From an optimization exercise on the open Yosys and OpenROAD flow, aimed at small area; shortcuts taken in it are not production practice. Function was checked by simulation only, so behaviour that the tests miss may differ from the original. Power is estimated from default activity; no workload was simulated.

run 1:
==> flow/design.v <==
module EECS3216_Lab4 (input Clock,
                      input TimerON,
                      input Coin5,
                      input Coin10,
                      input Coin20,
                      input Reset,
                      output [6:0] tenSec,
                      output [6:0] oneSec,
                      output C5Enable,
                      output C10Enable,
                      output C20Enable);
  localparam        INV_MT = 1'b0;
  localparam  [1:0] INV_MC = 2'b00;
  localparam [10:0] INV_NH = 11'b10101010101;
  localparam  [7:0] INV_S  = 8'b10101010;
  localparam  [2:0] INV_E  = 3'b000;
  localparam  [2:0] INV_OP = 3'b000;
  localparam  [2:0] INV_U  = 3'b000;
  localparam  [2:0] INV_B  = 3'b000;
  localparam        INV_V  = 1'b0;
  localparam        INV_A  = 1'b0;
  reg        mt_r;
  reg  [1:0] mc_r;
  reg [10:0] nh_r;
  reg  [7:0] s_r;
  reg  [2:0] e_r;
  reg  [2:0] op_r;
  reg  [2:0] u_r, b_r;
  reg        v_r, a_r;
  wire        mt = mt_r ^ INV_MT;
  wire  [1:0] mc = mc_r ^ INV_MC;
  wire [10:0] nh = nh_r ^ INV_NH;
  wire  [7:0] s  = s_r ^ INV_S;
  wire  [2:0] op = op_r ^ INV_OP;
  wire  [2:0] u  = u_r ^ INV_U;
  wire  [2:0] b  = b_r ^ INV_B;
  wire        v  = v_r ^ INV_V;
  wire        a  = a_r ^ INV_A;
  assign {C20Enable, C10Enable, C5Enable} = e_r ^ INV_E;
  wire no_coin = ~mc[1] & ~mc[0];
  wire is_idle = ~mt & no_coin;
  wire is_c5   = ~mc[1] &  mc[0];
  wire is_c10  =  mc[1] & ~mc[0];
  wire is_c20  =  mc[1] &  mc[0];
  wire held    = (is_c5 & Coin5) | (is_c10 & Coin10) | (is_c20 & Coin20);
  wire p0 = Coin5 | (~Coin10 & Coin20);
  wire p1 = ~Coin5 & (Coin10 | Coin20);
  always @(posedge Clock) begin
    mt_r  <= TimerON ^ INV_MT;
    mc_r  <= {~TimerON & (no_coin ? p1 : held & mc[1]),
              ~TimerON & (no_coin ? p0 : held & mc[0])} ^ INV_MC;
  end
  wire nh_end = (nh == 11'b10010000000);    
  wire nh_clr = nh_end | ~Reset;
  always @(posedge Clock)
    nh_r <= (nh_clr ? 11'd0 : {nh[9:0], ~(nh[10] ^ nh[1])}) ^ INV_NH;
  wire cw     = (is_c5 & C5Enable) | (is_c10 & C10Enable) | (is_c20 & C20Enable);
  wire s_zero = (s == 8'd0);                 
  wire s_end  = (s == 8'b10000011);          
  always @(posedge Clock)
    if (~Reset | s_end) s_r <= INV_S;
    else if (cw) s_r <= {s[6:0], ~(s[7] ^ s[2])} ^ INV_S;
  wire acc = cw & s_zero;                    
  always @(posedge Clock) begin
    e_r <= {~Reset | is_idle | (C20Enable & ~(is_c20 & s_zero)),
            ~Reset | is_idle | (C10Enable & ~(is_c10 & s_zero)),
            ~Reset | is_idle | (C5Enable  & ~(is_c5  & s_zero))} ^ INV_E;
  end
  always @(posedge Clock) begin
    op_r <= {~Reset | (mt & nh_end), ~Reset | (acc & mc[1]), ~Reset | (acc & mc[0])} ^ INV_OP;
  end
  wire o_clr = op[2] & op[1];
  wire o_dec = op[2] & ~op[1];
  wire o5    = ~op[2] & ~op[1] & op[0];
  wire o10   = ~op[2] & op[1] & ~op[0];
  wire o20   = ~op[2] & op[1] & op[0];
  wire u4 = (u[0] & ~u[1] & ~u[2]);
  wire u0 = (~u[0] & ~u[1]);
  wire b0 = (~b[0] & ~b[1]);
  wire [2:0] u_up = {(u[0] & ~u[2]), (~u[1]), (~u[2])};
  wire [2:0] u_dn = {(~u[0]), (~u[1]), (~u[0]) | (u[2])};
  wire [2:0] b_dn = {(b[0] & b[1]), (~b[0] & ~b[1]) | (b[2]), (~b[0]) | (b[1])};
  wire up_raw = o20 | (v & (o10 | (o5 & a)));
  wire sat    = u4 & up_raw;                 
  wire up     = ~u4 & up_raw;
  wire nz     = ~(u0 & ~v & ~a & b0);        
  wire tb     = o_dec & nz;
  wire bor    = tb & b0;
  wire dn     = bor & ~a & ~v;
  wire tv     = o10 | (o5 & a) | (bor & ~a);
  wire ta     = o5 | bor;
  always @(posedge Clock) begin
    u_r <= (o_clr ? 3'b000 : sat ? 3'b001 : up ? u_up : dn ? u_dn : u) ^ INV_U;
    v_r <= (~o_clr & (sat | (v ^ tv))) ^ INV_V;
    a_r <= (~o_clr & (sat | (a ^ ta))) ^ INV_A;
    b_r <= (o_clr ? 3'b000 : sat ? 3'b011 : tb ? b_dn : b) ^ INV_B;
  end
  assign tenSec[0] = (v & ~u[0] & ~u[1]) | (~v & u[2]);
  assign tenSec[1] = (v & u[2]) | (~v & ~u[0] & u[1]);
  assign tenSec[2] = (~v & u[0] & u[1]);
  assign tenSec[3] = ~((~v & ~u[2]) | (v & u[2]) | (u[0] & u[1]));
  assign tenSec[4] = (v) | (u[2]);
  assign tenSec[5] = (v & ~u[0]) | (u[0] & u[1]);
  assign tenSec[6] = ~((u[0]) | (~v & u[1]));
  assign oneSec[0] = (b[0] & ~b[2] & ~a);
  assign oneSec[1] = (~b[1] & ~b[2] & a);
  assign oneSec[2] = (~b[0] & b[1] & ~a);
  assign oneSec[3] = (b[0] & ~b[2] & ~a) | (b[1] & a);
  assign oneSec[4] = ~((~b[0] & ~a) | (b[0] & ~b[1] & a));
  assign oneSec[5] = (b[0] & ~b[1] & ~a) | (~b[0] & b[1]);
  assign oneSec[6] = (~b[1] & ~b[2] & ~a) | (~b[0] & b[1] & a);
endmodule
clock: 20.0 ns
lec_check: 0
cap_margin: 20
core_margin: 2
core_utilization: 40
cts_buf_list: sky130_fd_sc_hd__clkbuf_4
cts_cluster_diameter: 100
cts_cluster_size: 40
slew_margin: 20
standard.sh (not shown) runs the stock make flow with config.mk's settings and CLKGATE_MAP_FILE= SYNTH_SCRIPT=/design/flow/synth_recipe.tcl, a recipe that flattens the netlist after the stock synthesis.
==> flow/flow/run.sh <==
#!/bin/bash
# Own layout flow: the standard ORFS flow (standard.sh) with two changes.
#  - Synthesis maps the logic with the area-oriented ABC script flow/abc_area.script and does
#    not extract half/full adders. Everything else in synthesis (synth_recipe.tcl, ORFS's
#    synth.tcl, register mapping, flattening, renaming) is unchanged, so the registers are the
#    standard synthesis's.
#  - Port buffering uses the platform's smallest buffer, sky130_fd_sc_hd__buf_1.
# The scripts are ORFS's own, copied here so that only abc_area.script differs.
set -euo pipefail
W=$(pwd)
rm -rf "$W/scripts_area"
mkdir -p "$W/scripts_area"
cp -r "$FLOW_HOME/scripts/." "$W/scripts_area/"
cp "$W/flow/abc_area.script" "$W/scripts_area/abc_area.script"
bash standard.sh finish SCRIPTS_DIR="$W/scripts_area" ABC_AREA=1 ADDER_MAP_FILE= \
  "BUFFER_PORTS_ARGS=-buffer_cell sky130_fd_sc_hd__buf_1" \
  "CTS_ARGS=-buf_list sky130_fd_sc_hd__clkbuf_4 -root_buf sky130_fd_sc_hd__clkbuf_4 -sink_clustering_enable -sink_clustering_size 40 -sink_clustering_max_diameter 300 -dont_use_dummy_load -repair_clock_nets" > "$W/orfs_make.log" 2>&1
==> flow/flow/abc_area.script <==
strash
dc2
dch -f
amap
topo
dnsize -c
Inputs modified between run 1 and run 2:
-- flow/flow/run.sh --
<<< run 1, line 17
  "CTS_ARGS=-buf_list sky130_fd_sc_hd__clkbuf_4 -root_buf sky130_fd_sc_hd__clkbuf_4 -sink_clustering_enable -sink_clustering_size 40 -sink_clustering_max_diameter 300 -dont_use_dummy_load -repair_clock_nets" > "$W/orfs_make.log" 2>&1
>>> run 2, line 17
  "CTS_ARGS=-buf_list sky130_fd_sc_hd__clkbuf_8 -root_buf sky130_fd_sc_hd__clkbuf_8 -sink_clustering_enable -sink_clustering_size 40 -sink_clustering_max_diameter 1000 -num_static_layers 1 -dont_use_dummy_load -repair_clock_nets" > "$W/orfs_make.log" 2>&1
==> comparison <==
- For run 2 and run 1, there was not a single run that failed to finish clean.
- NOTE: portion of the clock cycle consumed by the worst path in the final layout in run 2 falls short of that of run 1
- Going from run 1 to run 2, the net switching power figure was found to have gone up by about 2%.
- Cell area (lower): run 1
- Compared with run 1, run 2 shows final wirelength that has gone up slightly.

## port drivers added, routing unchanged
In the flow no input, the clock included, has a driving cell. The finished layouts below were timed again as built, in two steps.
Step 1, drivers: a clkbuf_16 drives Clock and a buf_2 each remaining input, both assumed.
Step 2 also shifts input and output timing later by t, the mid clock arrival at the registers, as if the neighbouring blocks saw the same clock.
a / b / c = no drivers / after step 1 / after step 2; a / b = the first two.
run	t, ns	slack for setup (ns)	latest minus earliest clock arrival (ns)	cell pins on the clock port's net
run 1	0.344	14.438 / 14.416 / 14.760	0.019 / 0.019	1
run 2	0.298	14.497 / 14.472 / 14.771	0.016 / 0.015	1
After both steps setup and hold are still met in every run listed.
